Source: an optimization exercise on an open RTL-to-GDS flow (aim: small area, a short achievable clock period and few clock cycles). Production flows keep margins and buffers that such runs may drop.
At most, simulation tests tie the RTL to the original design; equivalence was not proved.
The RTL of runs 1 and 2 was laid out without a check of its function.

## flow/design.v (module list and top-level ports; edited modules follow where they fit)
// module tx_path: 94 lines
// module tx_rnd_u: 311 lines
// module tx_rnd_w: 311 lines
// module rx_path: 186 lines
// module rx_sign: 2705 lines
// module dpsk_modem: 51 lines
module dpsk_modem (
  input  logic        clk,
  input  logic        rst_n,
  input  logic        cfg_qpsk,      
  input  logic        cfg_bypass,    
  input  logic        tx_in_valid,
  output logic        tx_in_ready,
  input  logic [7:0]  tx_in_data,
  input  logic        tx_in_last,
  output logic        tx_out_valid,
  input  logic        tx_out_ready,
  output logic [31:0] tx_out_data,
  output logic        tx_out_last,
  input  logic        rx_in_valid,
  output logic        rx_in_ready,
  input  logic [31:0] rx_in_data,
  input  logic        rx_in_last,
  output logic        rx_out_valid,
  input  logic        rx_out_ready,
  output logic [7:0]  rx_out_data,
  output logic        rx_out_last
);
  // ...
==> flow/flow/run.sh <==
#!/bin/bash
set -e
cd "$(dirname "$0")/.."
export SETUP_SLACK_MARGIN=${SETUP_SLACK_MARGIN:-8.5}
bash standard.sh > standard.log 2>&1
==> flow/standard.sh <==
#!/bin/bash
# synth_recipe.tcl (not shown) runs the flow's synth.tcl, then flattens the netlist and writes it again
# the make line also repeats each setting of config.mk as NAME=value (left out here)
make -C /OpenROAD-flow-scripts/flow DESIGN_CONFIG=/design/flow/config.mk WORK_HOME=/design/flow/orfs CLKGATE_MAP_FILE= SYNTH_SCRIPT=/design/flow/synth_recipe.tcl "${@:-finish}"
==> flow/config.mk <==
export PLATFORM = sky130hd
export DESIGN_NAME = dpsk_modem
export DESIGN_NICKNAME = dpsk_modem
export VERILOG_FILES = /design/flow/design.v
export SDC_FILE = /design/flow/constraint.sdc
export NUM_CORES = 4
export LEC_CHECK = 0
export CAP_MARGIN = 20
export CORE_MARGIN = 2
export CORE_UTILIZATION = 40
export SLEW_MARGIN = 20
==> flow/constraint.sdc <==
create_clock -name core_clock -period 14.0 [get_ports {clk}]
set_input_delay 2.8000 -clock core_clock [delete_from_list [all_inputs] [get_ports {clk}]]
set_output_delay 2.8000 -clock core_clock [all_outputs]
set_load 0.01 [all_outputs]
==> flow_summary_export.csv, run 1 <==
group,metric,value,unit
route,dr.first_iter.drc_count,3744,
route,ant_nets,0,
cells_and_area,nNonClkInverters,740,
critical_path,max_stage_delay,0.60,ns
sta,slew_viol_final,0,
hold_path,holdPathEnd,"u_rx.l2$_DFF_P_",
route,routed_wl,146000,um
route,wl_met1,58000,um
route,wl_met3,13400,um
global_route,use_met3,4.92,%
clocking,clkLatencyLatePin,0.66,ns
global_route,grt_pass1_wl,224000,um
floorplan,die_height,326,um
critical_path,rr_endpoint,"u_tx.pQ[11]$_DFFE_PN0P_",
synth,yosys.area.top_type_share,27.4,%
cells_and_area,syn_to_final_growth,15.0,%
placed_design,place_hpwl,98700,um
cells_and_area,clock_buffers,39,
synth,synth_common_cells,"inv_1, fa_1, xnor2_1, a22oi_1, ha_1",
global_route,track_usage,27.0,%
clocking,postCtsHoldBufs,0,
cells_and_area,drive_above_1_share,15.9,%
run_status,status,"finished clean",
cells_and_area,finalNonFillerCells,5970,
synth,ys.flop_type,"edfxtp_1",
synth,syn_area,0.0415,mm^2
placed_design,dp_cells,5768,
cells_and_area,layout_commonest_cell,"inv_1",
critical_path,crit_required,14.55,ns
floorplan,dieArea,0.106,mm^2
cells_and_area,antenna_cells,0,
sta,whs,0.341,ns
sta,max_freq,143,MHz
==> module rx_path, before the edit <==
module rx_path (
  input  logic        clk,
  input  logic        rst_n,
  input  logic        qpsk,          
  input  logic        in_valid,
  output logic        in_ready,
  input  logic [31:0] in_data,
  input  logic        in_last,
  output logic        out_valid,
  input  logic        out_ready,
  output logic [7:0]  out_data,
  output logic        out_last
);
  logic [3:0] K;
  assign K = qpsk ? 4'd2 : 4'd1;
  logic signed [15:0] yI, yQ;
  logic [7:0]         pIn, pIo, pIt, pQn, pQo, pQt;
  logic               nsI, nsQ;      
  logic               v1, l1;
  logic               rdy;
  logic               acc;
  assign in_ready = rdy;
  assign acc      = in_valid & rdy;
  logic [7:0] eIn, eIo, eIt, eQn, eQo, eQt;
  logic [16:0] yIx, yQx;
  assign yIx = {yI, 1'b0};
  assign yQx = {yQ, 1'b0};
  always_comb begin
    for (int i = 0; i < 8; i++) begin
      eIn[i] = yIx[2*i+2];
      eIo[i] = yIx[2*i+1] ^ yIx[2*i];
      eIt[i] = (yIx[2*i+2] & ~yIx[2*i+1] & ~yIx[2*i]) | (~yIx[2*i+2] & yIx[2*i+1] & yIx[2*i]);
      eQn[i] = yQx[2*i+2];
      eQo[i] = yQx[2*i+1] ^ yQx[2*i];
      eQt[i] = (yQx[2*i+2] & ~yQx[2*i+1] & ~yQx[2*i]) | (~yQx[2*i+2] & yQx[2*i+1] & yQx[2*i]);
    end
  end
  logic [7:0] reG, imG;
  logic [7:1] reP, imP;
  logic       reX, imX;
  rx_sign u_sign (
    .yI(yI), .yQ(yQ),
    .pIn(pIn), .pIo(pIo), .pIt(pIt),
    .pQn(pQn), .pQo(pQo), .pQt(pQt),
    .reG(reG), .reP(reP), .reX(reX),
    .imG(imG), .imP(imP), .imX(imX)
  );
  logic y_p1, y_m1, y_pj, y_mj;
  assign y_p1 = (yI ==  16'sd32767) && (yQ == 16'sd0);
  assign y_m1 = (yI == -16'sd32767) && (yQ == 16'sd0);
  assign y_pj = (yI == 16'sd0) && (yQ ==  16'sd32767);
  assign y_mj = (yI == 16'sd0) && (yQ == -16'sd32767);
  logic fast, fb0, fb1;
  always_comb begin
    fast = y_p1 | y_m1 | y_pj | y_mj;
    if (y_p1)      begin fb0 = pIn[7]; fb1 = nsQ;    end
    else if (y_m1) begin fb0 = nsI;    fb1 = pQn[7]; end
    else if (y_pj) begin fb0 = pQn[7]; fb1 = pIn[7]; end
    else           begin fb0 = nsQ;    fb1 = nsI;    end
  end
  logic [7:0] reG2, imG2;
  logic [7:1] reP2, imP2;
  logic       reX2, imX2;
  logic       fast2, fb02, fb12;
  logic       v2, l2;
  logic cre, cim;
  always_comb begin
    cre = reG2[0];
    cim = imG2[0];
    for (int i = 1; i < 8; i++) begin
      cre = reG2[i] | (reP2[i] & cre);
      cim = imG2[i] | (imP2[i] & cim);
    end
  end
  logic b0, b1;
  assign b0 = fast2 ? fb02 : (reX2 ^ cre);
  assign b1 = fast2 ? fb12 : (imX2 ^ cim);
  logic [7:0] pk;                      
  logic [3:0] fill;                    
  logic       plast;
  logic [7:0] ob;
  logic       obv, oblast;
  assign out_valid = obv;
  assign out_data  = ob;
  assign out_last  = oblast;
  logic [7:0] pk_sh;
  assign pk_sh = qpsk ? {b1, b0, pk[7:2]} : {b0, pk[7:1]};
  logic pend, done;
  assign pend = (fill == 4'd8);
  assign done = v2 & (fill + K == 4'd8);
  logic [3:0] fill_n, fill_w;
  logic       obv_n, obv_w, plast_n, oblast_n, ob_load;
  always_comb begin
    fill_n   = fill;
    obv_n    = obv & ~out_ready;
    plast_n  = plast;
    oblast_n = oblast;
    ob_load  = 1'b0;
    if (pend) begin
      if (~obv | out_ready) begin
        ob_load  = 1'b1;
        obv_n    = 1'b1;
        oblast_n = plast;
        fill_n   = v2 ? K : 4'd0;
        plast_n  = v2 & l2;
      end
    end else if (v2) begin
      if (done) begin
        if (~obv | out_ready) begin
          ob_load  = 1'b1;
          obv_n    = 1'b1;
          oblast_n = plast | l2;
          fill_n   = 4'd0;
          plast_n  = 1'b0;
        end else begin
          fill_n   = 4'd8;
          plast_n  = plast | l2;
        end
      end else begin
        fill_n  = fill + K;
        plast_n = plast | l2;
      end
    end
    fill_w = fill;
    obv_w  = obv;
    if (pend) begin
      if (~obv) begin
        obv_w  = 1'b1;
        fill_w = v2 ? K : 4'd0;
      end
    end else if (v2) begin
      if (done) begin
        if (~obv) begin
          obv_w  = 1'b1;
          fill_w = 4'd0;
        end else begin
          fill_w = 4'd8;
        end
      end else begin
        fill_w = fill + K;
      end
    end
  end
  logic [4:0] occ_w;
  assign occ_w = {1'b0, K} + (v1 ? {1'b0, K} : 5'd0) + {1'b0, fill_w} + (obv_w ? 5'd8 : 5'd0);
  always_ff @(posedge clk or negedge rst_n) begin
    if (!rst_n) begin
      yI     <= 16'sd32767;
      yQ     <= 16'sd0;
      v1     <= 1'b0;
      v2     <= 1'b0;
      rdy    <= 1'b1;
      fill   <= 4'd0;
      plast  <= 1'b0;
      obv    <= 1'b0;
      oblast <= 1'b0;
    end else begin
      v1 <= acc;
      v2 <= v1;
      if (acc) begin
        yI <= in_data[31:16];
        yQ <= in_data[15:0];
      end
      rdy    <= (occ_w + {1'b0, K}) <= 5'd16;
      fill   <= fill_n;
      plast  <= plast_n;
      obv    <= obv_n;
      oblast <= oblast_n;
    end
  end
  always_ff @(posedge clk) begin
    if (acc) begin
      l1  <= in_last;
      pIn <= eIn; pIo <= eIo; pIt <= eIt;
      pQn <= eQn; pQo <= eQo; pQt <= eQt;
      nsI <= ((yI != 16'sd0) & ~yI[15]) | (yI == -16'sd32768);
      nsQ <= ((yQ != 16'sd0) & ~yQ[15]) | (yQ == -16'sd32768);
    end
    l2    <= l1;
    reG2  <= reG;  reP2 <= reP;  reX2 <= reX;
    imG2  <= imG;  imP2 <= imP;  imX2 <= imX;
    fast2 <= fast; fb02 <= fb0;  fb12 <= fb1;
    if (v2 & ~(pend & obv & ~out_ready)) pk <= pk_sh;
    if (ob_load) ob <= pend ? pk : pk_sh;
  end
endmodule
==> inputs of run 2 (changes only) <==
--- a/flow/design.v
+++ b/flow/design.v
@@ -777,21 +777,16 @@
     else           begin fb0 = nsQ;    fb1 = nsI;    end
   end
-  logic [7:0] reG2, imG2;
-  logic [7:1] reP2, imP2;
-  logic       reX2, imX2;
-  logic       fast2, fb02, fb12;
-  logic       v2, l2;
   logic cre, cim;
   always_comb begin
-    cre = reG2[0];
-    cim = imG2[0];
+    cre = reG[0];
+    cim = imG[0];
     for (int i = 1; i < 8; i++) begin
-      cre = reG2[i] | (reP2[i] & cre);
-      cim = imG2[i] | (imP2[i] & cim);
+      cre = reG[i] | (reP[i] & cre);
+      cim = imG[i] | (imP[i] & cim);
     end
   end
   logic b0, b1;
-  assign b0 = fast2 ? fb02 : (reX2 ^ cre);
-  assign b1 = fast2 ? fb12 : (imX2 ^ cim);
+  assign b0 = fast ? fb0 : (reX ^ cre);
+  assign b1 = fast ? fb1 : (imX ^ cim);
   logic [7:0] pk;                      
   logic [3:0] fill;                    
@@ -806,5 +801,5 @@
   logic pend, done;
   assign pend = (fill == 4'd8);
-  assign done = v2 & (fill + K == 4'd8);
+  assign done = v1 & (fill + K == 4'd8);
   logic [3:0] fill_n, fill_w;
   logic       obv_n, obv_w, plast_n, oblast_n, ob_load;
@@ -820,22 +815,22 @@
         obv_n    = 1'b1;
         oblast_n = plast;
-        fill_n   = v2 ? K : 4'd0;
-        plast_n  = v2 & l2;
+        fill_n   = v1 ? K : 4'd0;
+        plast_n  = v1 & l1;
       end
-    end else if (v2) begin
+    end else if (v1) begin
       if (done) begin
         if (~obv | out_ready) begin
           ob_load  = 1'b1;
           obv_n    = 1'b1;
-          oblast_n = plast | l2;
+          oblast_n = plast | l1;
           fill_n   = 4'd0;
           plast_n  = 1'b0;
         end else begin
           fill_n   = 4'd8;
-          plast_n  = plast | l2;
+          plast_n  = plast | l1;
         end
       end else begin
         fill_n  = fill + K;
-        plast_n = plast | l2;
+        plast_n = plast | l1;
       end
     end
@@ -845,7 +840,7 @@
       if (~obv) begin
         obv_w  = 1'b1;
-        fill_w = v2 ? K : 4'd0;
+        fill_w = v1 ? K : 4'd0;
       end
-    end else if (v2) begin
+    end else if (v1) begin
       if (done) begin
         if (~obv) begin
@@ -861,5 +856,5 @@
   end
   logic [4:0] occ_w;
-  assign occ_w = {1'b0, K} + (v1 ? {1'b0, K} : 5'd0) + {1'b0, fill_w} + (obv_w ? 5'd8 : 5'd0);
+  assign occ_w = {1'b0, K} + {1'b0, fill_w} + (obv_w ? 5'd8 : 5'd0);
   always_ff @(posedge clk or negedge rst_n) begin
     if (!rst_n) begin
@@ -867,5 +862,4 @@
       yQ     <= 16'sd0;
       v1     <= 1'b0;
-      v2     <= 1'b0;
       rdy    <= 1'b1;
       fill   <= 4'd0;
@@ -875,5 +869,4 @@
     end else begin
       v1 <= acc;
-      v2 <= v1;
       if (acc) begin
         yI <= in_data[31:16];
@@ -895,9 +888,5 @@
       nsQ <= ((yQ != 16'sd0) & ~yQ[15]) | (yQ == -16'sd32768);
     end
-    l2    <= l1;
-    reG2  <= reG;  reP2 <= reP;  reX2 <= reX;
-    imG2  <= imG;  imP2 <= imP;  imX2 <= imX;
-    fast2 <= fast; fb02 <= fb0;  fb12 <= fb1;
-    if (v2 & ~(pend & obv & ~out_ready)) pk <= pk_sh;
+    if (v1 & ~(pend & obv & ~out_ready)) pk <= pk_sh;
     if (ob_load) ob <= pend ? pk : pk_sh;
   end
==> flow/flow/run.sh (replaced) <==
#!/bin/bash
set -e
cd "$(dirname "$0")/.."
export SETUP_SLACK_MARGIN=${SETUP_SLACK_MARGIN:-7.5}
bash standard.sh > standard.log 2>&1
==> flow_summary_export.csv, run 2 <==
group,metric,value,unit
global_route,grt_pass1_vias,36600,
synth,syn_area,0.0405,mm^2
sta,whs,0.488,ns
global_route,grt_pass1_wl,228000,um
critical_path,rr_endpoint,"u_tx.pQ[15]$_DFFE_PN0P_",
floorplan,start_util,40.4,%
clocking,cts_buffers,17,
placed_design,port_buffers,95,
cells_and_area,layout_commonest_cell,"inv_1",
placed_design,place_hpwl,93200,um
sta,finalCriticalPeriod,6.92,ns
clocking,clk_path_buf_depth,2,
placed_design,gp_congestion,0.921,
sta,fin_tns_setup,0,ns
clocking,clkLatencyLatePin,0.46,ns
global_route,overflow,0,
synth,syn_nets,5355,
floorplan,die_height,322,um
critical_path,end_kind,"register",
floorplan,dieArea,0.104,mm^2
run_status,status,"finished clean",
sta,slew_headroom,13.0,%
route,avgRoutedWirePerCell,25.5,um
route,routed_wl,152000,um
route,drcViolationCount,0,
sta,max_freq,144,MHz
critical_path,max_stage_delay,0.55,ns
critical_path,crit_slowest_cell,"fa_1",
synth,yosys.area.top_type_share,27.7,%
clocking,path_clk_slew,0.08,ns
cells_and_area,final_cell_mix,"inv_1, fa_1, xnor2_1, a22oi_1, buf_4",
critical_path,timing.rr.start,"u_tx.pQ[2]$_DFFE_PN0P_",
synth,synth_area_leaders,"fa_1, xnor2_1, a22oi_1",
floorplan,rows,116,
critical_path,rr_worst_depth,28,
sta,rsz0062_at_grt,"yes",
critical_path,worstPathArrival,7.30,ns
route,dr.first_iter.drc_count,4224,
synth,synth.most_common_cell,"inv_1",
sta,fin_crit_sh,49.4,%
clocking,h-tree-depth,4,
cells_and_area,nets,5455,
critical_path,endpoint,"u_tx.pQ[15]$_DFFE_PN0P_",
clocking,cts_tree,"done",
synth,yosysTopAreaCell,"fa_1",
sta,report.final.setup_viol,0,
run,maxCapViolCount,0,
global_route,track_usage,28.9,%
route,vias,36000,
global_route,antenna_found_initial,6,
critical_path,critPathLaunch,"u_tx.pQ[2]$_DFFE_PN0P_",
sta,worst_slew_pin_slew,1.30,ns
critical_path,setup.worst_path.class,"reg -> reg",
clocking,postCtsHoldBufs,0,
cells_and_area,fillers,9396,
synth,synth_common_cells,"inv_1, fa_1, xnor2_1, a22oi_1, ha_1",
route,ant_nets,0,
cells_and_area,finalNonFillerCells,5960,
cells_and_area,syn_to_final_growth,19.8,%
sta,hold_viol,0,
clocking,cts.sinks,166,
cells_and_area,antenna_cells,0,
critical_path,r2r_setup_slack,7.08,ns
sta,slew_viol_final,0,
synth,yosysSeqAreaShare,11.4,%
synth,synth_edf_count,83,
sta,fin_skew,0.0150,ns
hold_path,whs_path_depth,2,
critical_path,critPathMaxFanout,8,
global_route,grt_max_degree,53,
hold_path,min-delay-path-class,"reg -> reg",
route,viasPerCell,6.04,
synth,ys_ff_latch,166,
synth,ys_types,122,
synth,syn_avg_cell_area,9.02,um^2
synth,syn_inst,4490,
synth,yosysWarnings,5,
clocking,clockRootBuffer,"clkbuf_16",
critical_path,crit_required,14.37,ns
floorplan,ios,96,
synth,ys.flop_type,"edfxtp_1",
floorplan,core_region_area,0.100,mm^2
critical_path,critPathLaunchType,"register",
placed_design,dp_cells,5673,
cells_and_area,drive_above_1_share,18.7,%
floorplan,die_w,322,um
route,dr.pass1.iters,7,
synth,async_flop_share,49.4,%
-- run 2: cell types whose count changed after synthesis, moves of 12 or more --
| cell | delta |
|---|---|
| dfxtp_1 | -36 |
| nand2_1 | +34 |
| xor2_1 | -16 |
| nand3_1 | -12 |
| xnor2_1 | +30 |
| inv_1 | -30 |
| nand2b_1 | -19 |
| nor2_1 | +24 |
-- run 2: what timing repair did --
item | in CTS | in global routing
endpoints found under the hold margin | 0 | 0
setup buffers | 169 | 63
pin swaps | 100 | 94
cloned | 12 | 11
endpoints found under the setup margin | 36 | 36
gates resized for setup | 399 | 208
-- run 2: kinds of logic after synthesis --
group	share of synthesized area, %
xor+xnor	14.1
simple gates	7.95
compound gates	19.1
flops	11.4
buf+inv	10.3
mux	1.57
fa+ha+maj	35.6
-- run 2: cell type report --
cell class / count / area, um^2 / area share, %
multi-input cells: 3238 / 33800 / 69.7
repair buffers: 453 / 4900 / 10.1
flip-flops and latches: 166 / 4680 / 9.64
inverters: 714 / 2800 / 5.76
well taps: 1357 / 1700 / 3.50
clock buffers: 17 / 425 / 0.876
clock inverters: 15 / 203 / 0.418
-- run 2: metal layers --
metal	global-route usage [%]	share of wire, %	wire length, um
met4	11.7	5.1	7760
met2	43.7	43	65400
met1	39.4	40	60200
met5	0	0.10	155
met3	7.35	12	18700
-- run 2: per-stage QoR --
stage	setup slack, ns	util (%)	area (um^2)
final	7.08	48.4	48500
after global routing	6.90	48.4	48500
after CTS	7.23	46.7	46800
after detailed placement	5.87	42.5	42600
after global placement	6.02	42.5	42600
after floorplan	7.28	-	40700
-- run 2: how the worst min path moves through the flow --
stage,from,endpoint
final,u_tx.clast$_DFFE_PN0P_,u_tx.clast$_DFFE_PN0P_
after global routing,u_tx.pI[0]$_DFFE_PN1P_,u_tx.pI[0]$_DFFE_PN1P_
after CTS,u_tx.clast$_DFFE_PN0P_,u_tx.clast$_DFFE_PN0P_
after detailed placement,u_tx.clast$_DFFE_PN0P_,u_tx.clast$_DFFE_PN0P_
after global placement,u_tx.clast$_DFFE_PN0P_,u_tx.clast$_DFFE_PN0P_
after floorplan,u_rx.yQ[1]$_DFFE_PN0P_,u_rx.pQn[0]$_DFFE_PP_
-- run 2: worst max-delay path, delay by kind of cell (launching register included) --
| kind | cells | cell delay, ns |
|---|---|---|
| and+or+nand+nor | 4 | 0.93 |
| DFF | 1 | 0.48 |
| buffers and inverters | 4 | 0.37 |
| adders and majority gates | 6 | 2.41 |
| AOI/OAI and AO/OA | 12 | 2.35 |
| xor gates and xnor gates | 2 | 0.29 |
==> inputs of run 3 (changes only) <==
--- a/flow/design.v
+++ b/flow/design.v
@@ -859,6 +859,12 @@
   always_ff @(posedge clk or negedge rst_n) begin
     if (!rst_n) begin
-      yI     <= 16'sd32767;
-      yQ     <= 16'sd0;
+      pIn    <= 8'h7f;
+      pIo    <= 8'h01;
+      pIt    <= 8'h80;
+      pQn    <= 8'h00;
+      pQo    <= 8'h00;
+      pQt    <= 8'h00;
+      nsI    <= 1'b1;
+      nsQ    <= 1'b0;
       v1     <= 1'b0;
       rdy    <= 1'b1;
@@ -869,7 +875,9 @@
     end else begin
       v1 <= acc;
-      if (acc) begin
-        yI <= in_data[31:16];
-        yQ <= in_data[15:0];
+      if (v1) begin
+        pIn <= eIn; pIo <= eIo; pIt <= eIt;
+        pQn <= eQn; pQo <= eQo; pQt <= eQt;
+        nsI <= ((yI != 16'sd0) & ~yI[15]) | (yI == -16'sd32768);
+        nsQ <= ((yQ != 16'sd0) & ~yQ[15]) | (yQ == -16'sd32768);
       end
       rdy    <= (occ_w + {1'b0, K}) <= 5'd16;
@@ -881,11 +889,7 @@
   end
   always_ff @(posedge clk) begin
-    if (acc) begin
-      l1  <= in_last;
-      pIn <= eIn; pIo <= eIo; pIt <= eIt;
-      pQn <= eQn; pQo <= eQo; pQt <= eQt;
-      nsI <= ((yI != 16'sd0) & ~yI[15]) | (yI == -16'sd32768);
-      nsQ <= ((yQ != 16'sd0) & ~yQ[15]) | (yQ == -16'sd32768);
-    end
+    yI <= in_data[31:16];
+    yQ <= in_data[15:0];
+    l1 <= in_last;
     if (v1 & ~(pend & obv & ~out_ready)) pk <= pk_sh;
     if (ob_load) ob <= pend ? pk : pk_sh;
==> flow_summary_export.csv, run 3 <==
group,metric,value,unit
run_status,status,"finished clean",
critical_path,critPathMaxFanout,4,
critical_path,path_buf_inv,5,
global_route,grt_max_degree,58,
critical_path,worstPathArrival,7.27,ns
sta,fin_skew,0.0320,ns
cells_and_area,nets,5411,
synth,async_flop_share,60.2,%
clocking,clk_path_buf_depth,2,
critical_path,end_kind,"register",
sta,hold_viol,0,
sta,fin_tns_setup,0,ns
clocking,postCtsHoldBufs,0,
synth,yosysTopAreaCell,"fa_1",
clocking,path_clk_slew,0.08,ns
placed_design,place_hpwl,90200,um
critical_path,critPathLaunchType,"register",
critical_path,max_stage_delay,0.58,ns
cells_and_area,syn_to_final_growth,19.7,%
floorplan,ios,96,
critical_path,cp_common_cell,"ha_4",
sta,finalCriticalPeriod,6.89,ns
global_route,antenna_found_initial,1,
synth,yosysSeqAreaShare,10.6,%
synth,ys_ff_latch,166,
floorplan,core_region_area,0.0981,mm^2
sta,fin_crit_sh,49.2,%
sta,rsz0062_at_grt,"yes",
synth,syn_area,0.0395,mm^2
clocking,h-tree-depth,4,
sta,report.final.setup_viol,0,
route,routed_wl,144000,um
placed_design,gp_congestion,0.980,
synth,synth.most_common_cell,"inv_1",
sta,max_freq,145,MHz
global_route,grt_pass1_wl,215000,um
run,maxCapViolCount,0,
critical_path,rr_endpoint,"u_tx.pQ[12]$_DFFE_PN0P_",
global_route,overflow,0,
hold_path,min_from,"u_rx.l1$_DFF_P_",
synth,syn_avg_cell_area,8.86,um^2
critical_path,rr_worst_depth,30,
critical_path,timing.rr.start,"u_tx.pI[0]$_DFFE_PN1P_",
cells_and_area,multi_input_area,0.0335,mm^2
critical_path,setup.worst_path.class,"reg -> reg",
synth,syn_inst,4466,
cells_and_area,fillers,9231,
critical_path,crit_required,14.38,ns
route,avgRoutedWirePerCell,24.6,um
cells_and_area,design_area,0.0473,mm^2
global_route,track_usage,27.5,%
floorplan,dieArea,0.101,mm^2
hold_path,whs_path_depth,2,
synth,yosysWarnings,5,
sta,worst_slew_pin_slew,1.15,ns
route,ant_nets,0,
placed_design,dpl_cell_area,0.0416,mm^2
synth,yosys.area.top_type_share,28.8,%
synth,synth_common_cells,"inv_1, fa_1, xnor2_1, a22oi_1, clkbuf_1",
critical_path,r2r_setup_slack,7.11,ns
floorplan,start_util,40.3,%
cells_and_area,drive_above_1_share,18.2,%
clocking,cts_tree,"done",
critical_path,crit_slowest_cell,"dfstp_2",
synth,ys_types,104,
hold_path,min-delay-path-class,"reg -> reg",
sta,slew_headroom,22.7,%
floorplan,die_w,318,um
synth,synth_edf_count,32,
floorplan,rows,115,
route,dr.pass1.iters,9,
critical_path,crit_family,"adder cells",
route,viasPerCell,6.01,
global_route,grt_pass1_vias,35300,
floorplan,die_height,318,um
route,vias,35100,
cells_and_area,final_cell_mix,"inv_1, fa_1, xnor2_1, a22oi_1, buf_4",
cells_and_area,final-seq-area,0.00425,mm^2
synth,ys.flop_type,"dfrtp_1",
cells_and_area,layout_commonest_cell,"inv_1",
synth,syn_nets,5339,
route,dr.first_iter.drc_count,4172,
clocking,cts_buffers,17,
synth,synth_area_leaders,"fa_1, xnor2_1, a22oi_1",
clocking,clockRootBuffer,"clkbuf_16",
placed_design,port_buffers,95,
route,drcViolationCount,0,
clocking,clkLatencyLatePin,0.51,ns
hold_path,holdPathEnd,"u_rx.plast$_DFFE_PN0P_",
sta,slew_viol_final,0,
clocking,cts.sinks,166,
==> run 3: changes by cell type after synthesis, sizes merged, moves of 13 or more <==
cell	change
edfxtp	-51
dfxtp	+33
a21oi	+24
dfrtp	+23
mux2	-22
nor2	+15
buf	-25
nor3	-13
xor2	-20
a211oi	-15
clkbuf	+39
a21o	+16
==> run 3: cell families after synthesis <==
logic type / share of synthesized area [%]
muxes: 1.00
buffers and inverters: 10.5
and+or+nand+nor: 7.97
xor gates and xnor gates: 14.0
adders and majority gates: 36.8
DFF: 10.6
AOI/OAI and AO/OA: 19.2
==> run 3: repair_timing <==
item | in CTS | in global routing
pin swaps | 141 | 140
setup endpoints to repair | 36 | 32
gates resized for setup | 414 | 242
setup buffers | 122 | 101
gates cloned | 4 | 11
==> run 3: layout make-up <==
cell class              instances  share of cell area [%]
multi-input cells            3211                    70.8
repair buffers                439                    9.73
flip-flops and latches        166                    8.98
inverters                     703                    5.77
well taps                    1287                    3.40
clock buffers                  17                   0.899
clock inverters                15                   0.410
diodes                          1                 0.00529
==> run 3: how the worst max path moves through the flow <==
stage / start / slack [ns] / to / depth (start not counted)
finish: u_tx.pI[0]$_DFFE_PN1P_ / 7.11 / u_tx.pQ[12]$_DFFE_PN0P_ / 30
CTS: u_rx.pIn[2]$_DFFE_PN1P_ / 7.24 / u_rx.ob[7]$_DFFE_PP_ / 23
global placement: u_rx.pIn[1]$_DFFE_PN1P_ / 5.78 / u_rx.ob[7]$_DFFE_PP_ / 24
global route: u_tx.pI[0]$_DFFE_PN1P_ / 6.84 / u_tx.pQ[12]$_DFFE_PN0P_ / 32
detailed placement: u_rx.pIn[1]$_DFFE_PN1P_ / 5.66 / u_rx.ob[7]$_DFFE_PP_ / 24
floorplan: u_tx.pI[0]$_DFFE_PN1P_ / 7.45 / u_tx.pI[15]$_DFFE_PN0P_ / 29
==> run 3: metrics by stage <==
step | worst slack [ns] | utilization [%] | std cells | hold WS, ns
final | 7.11 | 48.2 | 5839 | 0.501
after floorplan | 7.45 | - | 4466 | 0.451
after detailed placement | 5.66 | 42.4 | 5568 | 0.492
after global routing | 6.84 | 48.2 | 5838 | 0.519
after global placement | 5.78 | 42.4 | 5568 | 0.466
after CTS | 7.24 | 46.1 | 5726 | 0.504
==> run 3: worst reg2reg max path: cells and delay by family, from the launching register on <==
kind            cells  cell delay [ns]
fa+ha+maj           7             2.45
xor+xnor            1             0.15
compound gates     13             2.34
simple gates        4             0.72
buf+inv             5             0.53
flops               1             0.58
==> run 3: routing by layer <==
metal | up-vias | part of all wire [%] | global-route usage [%]
li1 | 15000 | - | -
met1 | 17600 | 40 | 37.6
met2 | 2128 | 44 | 42.5
met3 | 381 | 11 | 5.63
met4 | 2 | 4.4 | 10.7
met5 | - | 0.047 | 0.473
Testbench counts of run 3, summed over its fixed seeds: cycles 2,336.
==> inputs of run 4 (changes only) <==
--- a/flow/config.mk
+++ b/flow/config.mk
@@ -6,4 +6,5 @@
 export NUM_CORES = 4
 export LEC_CHECK = 0
+export ABC_AREA = 1
 export CAP_MARGIN = 20
 export CORE_MARGIN = 2
==> flow_summary_export.csv, run 4 <==
group,metric,value,unit
sta,max_freq,159,MHz
global_route,antenna_found_initial,1,
sta,finalCriticalPeriod,6.29,ns
synth,yosys.area.top_type_share,28.2,%
synth,synth_common_cells,"inv_1, nand2_1, xor2_1, fa_1, o22ai_1",
sta,slew_headroom,36.7,%
critical_path,rr_worst_depth,31,
sta,report.final.setup_viol,0,
cells_and_area,nets,5956,
critical_path,endpoint,"u_tx.pQ[2]$_DFFE_PN0P_",
cells_and_area,layout_commonest_cell,"inv_1",
run,maxCapViolCount,0,
synth,ys_ff_latch,166,
synth,synth-adder-area-share,36.1,%
critical_path,critPathLaunchType,"register",
synth,ys_types,72,
global_route,grt_pass1_vias,36700,
sta,slew_viol_final,0,
global_route,track_usage,29.6,%
critical_path,critPathLaunch,"u_tx.pI[0]$_DFFE_PN1P_",
route,vias,37000,
synth,synth_edf_count,32,
critical_path,cp_common_cell,"nand2_1",
clocking,h-tree-depth,4,
route,viasPerCell,5.78,
synth,ys.flop_type,"dfrtp_1",
clocking,clockRootBuffer,"clkbuf_16",
synth,async_flop_share,60.2,%
clocking,cts_buffers,17,
synth,yosysTopAreaCell,"fa_1",
cells_and_area,antenna_cells,0,
route,drcViolationCount,0,
synth,syn_nets,5973,
critical_path,crit_required,14.37,ns
critical_path,max_stage_delay,0.56,ns
route,dr.first_iter.drc_count,4302,
placed_design,gp_congestion,0.965,
critical_path,timing.rr.start,"u_tx.pI[0]$_DFFE_PN1P_",
floorplan,die_height,322,um
floorplan,ios,96,
synth,yosys.area_share.xor_xnor,13.4,%
clocking,cts.sinks,166,
synth,synth_area_leaders,"fa_1, xor2_1, inv_1",
sta,fin_skew,0.0165,ns
synth,syn_inst,5100,
synth,synthMuxAreaShare,0,%
route,routed_wl,153000,um
synth,synth_top_family_by_area,"adder cells",
route,dr.pass1.iters,6,
critical_path,end_kind,"register",
run_status,status,"finished clean",
critical_path,rr_endpoint,"u_tx.pQ[2]$_DFFE_PN0P_",
critical_path,worstPathArrival,6.66,ns
clocking,clk_path_buf_depth,2,
floorplan,dieArea,0.104,mm^2
cells_and_area,final_cell_mix,"inv_1, nand2_1, xor2_1, fa_1, o22ai_1",
cells_and_area,final_util,44.7,%
placed_design,port_buffers,95,
synth,synth.most_common_cell,"inv_1",
clocking,cts_tree,"done",
critical_path,setup.worst_path.class,"reg -> reg",
clocking,path_clk_slew,0.08,ns
floorplan,die_w,322,um
floorplan,start_util,40.3,%
placed_design,place_hpwl,107000,um
global_route,grt_pass1_wl,232000,um
floorplan,rows,116,
floorplan,core_region_area,0.100,mm^2
cells_and_area,drive_above_1_share,10.6,%
synth,synth_compound_area_share,14.0,%
synth,yosys.area_share.simple,13.8,%
critical_path,crit_slowest_cell,"dfstp_2",
route,avgRoutedWirePerCell,23.9,um
sta,whs,0.476,ns
clocking,postCtsHoldBufs,0,
critical_path,r2r_setup_slack,7.71,ns
hold_path,min_from,"u_rx.rdy$_DFF_PN1_",
clocking,clkLatencyLatePin,0.49,ns
sta,fin_tns_setup,0,ns
sta,fin_crit_sh,44.9,%
sta,worst_slew_pin_slew,0.948,ns
synth,syn_avg_cell_area,7.92,um^2
global_route,overflow,0,
sta,hold_viol,0,
global_route,grt_max_degree,70,
cells_and_area,syn_to_final_growth,11.0,%
critical_path,critPathMaxFanout,4,
synth,syn_area,0.0404,mm^2
sta,rsz0062_at_grt,"no",
synth,yosysWarnings,5,
hold_path,min-delay-path-class,"reg -> reg",
synth,yosysSeqAreaShare,10.3,%
route,ant_nets,0,
run 4: changes by cell type after synthesis, moves of 43 or more:
cell,previous run,this run
xnor2_1,548,18
nand2_1,177,675
xor2_1,81,575
a22oi_1,486,0
o22ai_1,18,487
inv_1,684,934
nand3_1,36,169
clkbuf_1,283,208
nand2_2,2,46
a21o_1,48,5
run 4: kinds of logic after synthesis:
kind of cell | count (synthesis)
adder cells (fa/ha/maj) | 823
AO/OA/AOI/OAI | 948
AND/OR/NAND/NOR | 1264
buffers and inverters | 1295
XOR/XNOR | 604
flip-flops | 166
run 4: metal layers:
metal | global-route usage (%) | wire (um)
met1 | 41.8 | 63400
met4 | 11.1 | 6080
met2 | 43.1 | 64600
met3 | 7.75 | 18600
met5 | 0 | 13
run 4: layout make-up:
type / instances / area, um^2
tap: 1298 / 1620
sequential: 166 / 4220
fill: 10100 / 55300
inverter: 988 / 3820
multi-input combinational: 3639 / 32000
clock inverter: 15 / 214
clock buffer: 17 / 425
timing repair buffer: 271 / 2510
run 4: worst max-delay path, delay by kind of cell, from the launching register on:
kind | cells | cell delay [ns]
fa+ha+maj | 8 | 2.81
simple gates | 13 | 1.56
flops | 1 | 0.56
compound gates | 4 | 0.47
buf+inv | 5 | 0.43
xor+xnor | 1 | 0.34
run 4: timing repair:
item                                   in CTS  in global routing
pin swaps                                   4                 13
buffers inserted                           22                 51
endpoints found under the hold margin       0                  0
resized for setup                          53                209
setup endpoints to repair                  28                 32
run 4: per-stage QoR:
stage | cell area [um^2] | cells | setup WS, ns
2_1_floorplan | 40400 | 5100 | 8.06
3_3_place_gp | 42500 | 6289 | 7.08
3_5_place_dp | 42500 | 6289 | 7.10
4_1_cts | 43500 | 6343 | 7.50
5_1_grt | 44800 | 6394 | 7.49
6_report | 44800 | 6394 | 7.71
run 4: worst min path at each step:
stage | slack, ns | cells past startpoint | end
floorplan | 0.45 | 2 | u_tx.nlast$_DFFE_PN0P_
global placement | 0.46 | 2 | u_rx.v1$_DFF_PN0_
detailed placement | 0.46 | 2 | u_rx.v1$_DFF_PN0_
CTS | 0.48 | 2 | u_rx.v1$_DFF_PN0_
global route | 0.51 | 2 | u_rx.v1$_DFF_PN0_
finish | 0.48 | 2 | u_rx.v1$_DFF_PN0_
==> inputs of run 5 (changes only) <==
==> flow/flow/run.sh (replaced) <==
#!/bin/bash
set -e
cd "$(dirname "$0")/.."
export SETUP_SLACK_MARGIN=${SETUP_SLACK_MARGIN:-8.0}
bash standard.sh > standard.log 2>&1
==> flow_summary_export.csv, run 5 <==
group,metric,value,unit
placed_design,gp_congestion,0.965,
route,dr.pass1.iters,9,
clocking,clk_path_buf_depth,2,
clocking,cts_buffers,17,
cells_and_area,drive_above_1_share,19.2,%
run,maxCapViolCount,0,
synth,synth_area_leaders,"fa_1, xor2_1, inv_1",
synth,synth.most_common_cell,"inv_1",
clocking,h-tree-depth,4,
floorplan,start_util,40.3,%
critical_path,max_stage_delay,0.57,ns
synth,syn_avg_cell_area,7.92,um^2
placed_design,port_buffers,95,
cells_and_area,nets,6057,
sta,worst_slew_pin_slew,1.02,ns
floorplan,dieArea,0.104,mm^2
synth,yosysTopAreaCell,"fa_1",
route,drcViolationCount,0,
synth,synth-adder-area-share,36.1,%
global_route,grt_pass1_vias,37300,
sta,rsz0062_at_grt,"yes",
global_route,overflow,0,
synth,yosys.area_share.xor_xnor,13.4,%
sta,finalCriticalPeriod,6.13,ns
synth,synth_top_family_by_area,"adder cells",
synth,yosys.area.top_type_share,28.2,%
cells_and_area,syn_to_final_growth,18.9,%
global_route,antenna_found_initial,2,
cells_and_area,finalNonFillerCells,6498,
synth,synth_edf_count,32,
hold_path,min-delay-path-class,"reg -> reg",
run_status,status,"finished clean",
route,ant_nets,0,
route,dr.first_iter.drc_count,4438,
cells_and_area,layout_commonest_cell,"inv_1",
global_route,grt_max_degree,70,
placed_design,dp_cells,6289,
synth,yosys.area_share.simple,13.8,%
synth,ys_types,72,
route,avgRoutedWirePerCell,24.3,um
synth,synth_compound_area_share,14.0,%
synth,syn_area,0.0404,mm^2
synth,yosysWarnings,5,
critical_path,worstPathArrival,6.39,ns
synth,synth_common_cells,"inv_1, nand2_1, xor2_1, fa_1, o22ai_1",
sta,max_freq,163,MHz
route,vias,37900,
sta,report.final.setup_viol,0,
critical_path,critPathLaunchType,"register",
floorplan,core_region_area,0.100,mm^2
floorplan,rows,116,
synth,ys_ff_latch,166,
global_route,track_usage,30.2,%
critical_path,end_kind,"register",
sta,finalWorstSetupSlack,7.87,ns
floorplan,die_w,322,um
clocking,cts_tree,"done",
synth,async_flop_share,60.2,%
sta,whs,0.476,ns
synth,ys.flop_type,"dfrtp_1",
sta,slew_viol_final,0,
critical_path,critPathMaxFanout,3,
floorplan,ios,96,
route,routed_wl,158000,um
clocking,clkLatencyLatePin,0.49,ns
clocking,path_clk_slew,0.09,ns
placed_design,preCtsSetupSlack,7.10,ns
cells_and_area,fillers,9761,
critical_path,setup.worst_path.class,"reg -> reg",
route,viasPerCell,5.83,
synth,yosysSeqAreaShare,10.3,%
sta,fin_tns_setup,0,ns
critical_path,crit_required,14.25,ns
synth,synthMuxAreaShare,0,%
synth,syn_inst,5100,
synth,syn_nets,5973,
sta,fin_skew,0.0158,ns
clocking,clockRootBuffer,"clkbuf_16",
global_route,grt_pass1_wl,236000,um
cells_and_area,final_cell_mix,"inv_1, xor2_1, nand2_1, fa_1, o22ai_1",
placed_design,place_hpwl,107000,um
sta,hold_viol,0,
sta,slew_headroom,31.9,%
critical_path,crit_slowest_cell,"fa_1",
sta,fin_crit_sh,43.8,%
floorplan,die_height,322,um
clocking,cts.sinks,166,
run 5: cell counts after synthesis:
Identical to the previous run, type by type.
run 5: timing repair:
action | 4_1_cts | 5_1_grt
gates cloned | 3 | 2
setup endpoints to repair | 35 | 36
endpoints found under the hold margin | 0 | 0
pin swaps | 44 | 167
gates resized for setup | 342 | 459
setup buffers | 94 | 75
hold buffers | 0 | 0
run 5: cells by family (layout without fill, tap and decap cells):
family                     after synthesis  in the layout
AOI/OAI and AO/OA                      948            948
xor gates and xnor gates               604            604
adders and majority gates              823            823
buffers and inverters                 1295           1392
DFF                                    166            166
other                                    0              3
and+or+nand+nor                       1264           1264
run 5: layer usage:
layer / vias up / share of wire, % / global-route usage [%]
li1: 16400 / - / -
met1: 18600 / 41 / 42.5
met2: 2411 / 43 / 44.2
met3: 441 / 12 / 8.09
met4: 2 / 4.4 / 11.2
met5: - / 0.0082 / 0
run 5: area by class of cell:
| type | count | area (um^2) | share of cell area (%) |
|---|---|---|---|
| Tap cell | 1298 | 1620 | 3.38 |
| Multi-Input combinational cell | 3639 | 33900 | 70.6 |
| Clock inverter | 15 | 214 | 0.446 |
| Antenna cell | 3 | 7.51 | 0.0156 |
| Inverter | 988 | 3890 | 8.10 |
| Timing Repair Buffer | 372 | 3690 | 7.68 |
| Clock buffer | 17 | 425 | 0.886 |
| Sequential cell | 166 | 4250 | 8.85 |
run 5: worst paths after layout:
check                                              from                      end  slack, ns  depth (start not counted)
worst min-delay path                 u_rx.rdy$_DFF_PN1_        u_rx.v1$_DFF_PN0_       0.48                          2
max in group asynchronous                         rst_n   u_tx.pQ[3]$_DFFE_PN0P_      10.41                          2
worst min register to register       u_rx.rdy$_DFF_PN1_        u_rx.v1$_DFF_PN0_       0.48                          2
worst max-delay path            u_rx.pIo[3]$_DFFE_PN0P_     u_rx.pk[7]$_DFFE_PP_       7.87                         30
worst max register to register  u_rx.pIo[3]$_DFFE_PN0P_     u_rx.pk[7]$_DFFE_PP_       7.87                         30
min in group asynchronous                         rst_n  u_rx.pQn[6]$_DFFE_PN0P_       2.33                          1
run 5: worst max-delay path: cells and delay by family (launching register included):
kind                     cells  cell delay, ns
buffers and inverters        5            0.57
AND/OR/NAND/NOR             16            1.28
XOR/XNOR                     1            0.19
AO/OA/AOI/OAI                1            0.16
flip-flops                   1            0.42
adder cells (fa/ha/maj)      7            3.25
run 5: metrics by stage:
stage                     utilization, %  cell area, um^2
after floorplan                        -            40400
after global placement              42.4            42500
after detailed placement            42.4            42500
after CTS                           45.4            45500
after global routing                47.9            48000
final                               47.9            48000

afterwards: timing with drivers on the ports:
The flow's constraints put no driver on any port. The routed layouts listed below were extracted and timed again, unchanged, in two steps. Step 1 sets driving cells, clkbuf_16 on the clock port and buf_2 on the other inputs (assumed; they add their load-dependent delay and slew). Step 2 moves the port delays by t, midway between the first and last clock arrival at a register: inputs arrive t later, outputs are due t later. That takes back most of the time a late clock gives input paths. Three values: ideal ports, drivers, drivers and shift; two values: the first two.
| run | t, ns | setup WS [ns] | worst setup path after step 2 | clock arrival spread, ns | cell pins on the clock port's net |
|---|---|---|---|---|---|
| run 1 | 0.711 | 7.026 / 7.026 / 7.026 | register to register | 0.028 / 0.028 | 1 |
| run 2 | 0.522 | 7.078 / 7.078 / 7.078 | register to register | 0.017 / 0.018 | 1 |
| run 3 | 0.557 | 7.112 / 7.112 / 7.112 | register to register | 0.033 / 0.034 | 1 |
| run 4 | 0.550 | 7.709 / 7.709 / 7.709 | register to register | 0.019 / 0.019 | 1 |
| run 5 | 0.552 | 7.866 / 7.866 / 7.866 | register to register | 0.019 / 0.019 | 1 |
After both steps every run listed still meets setup and hold.
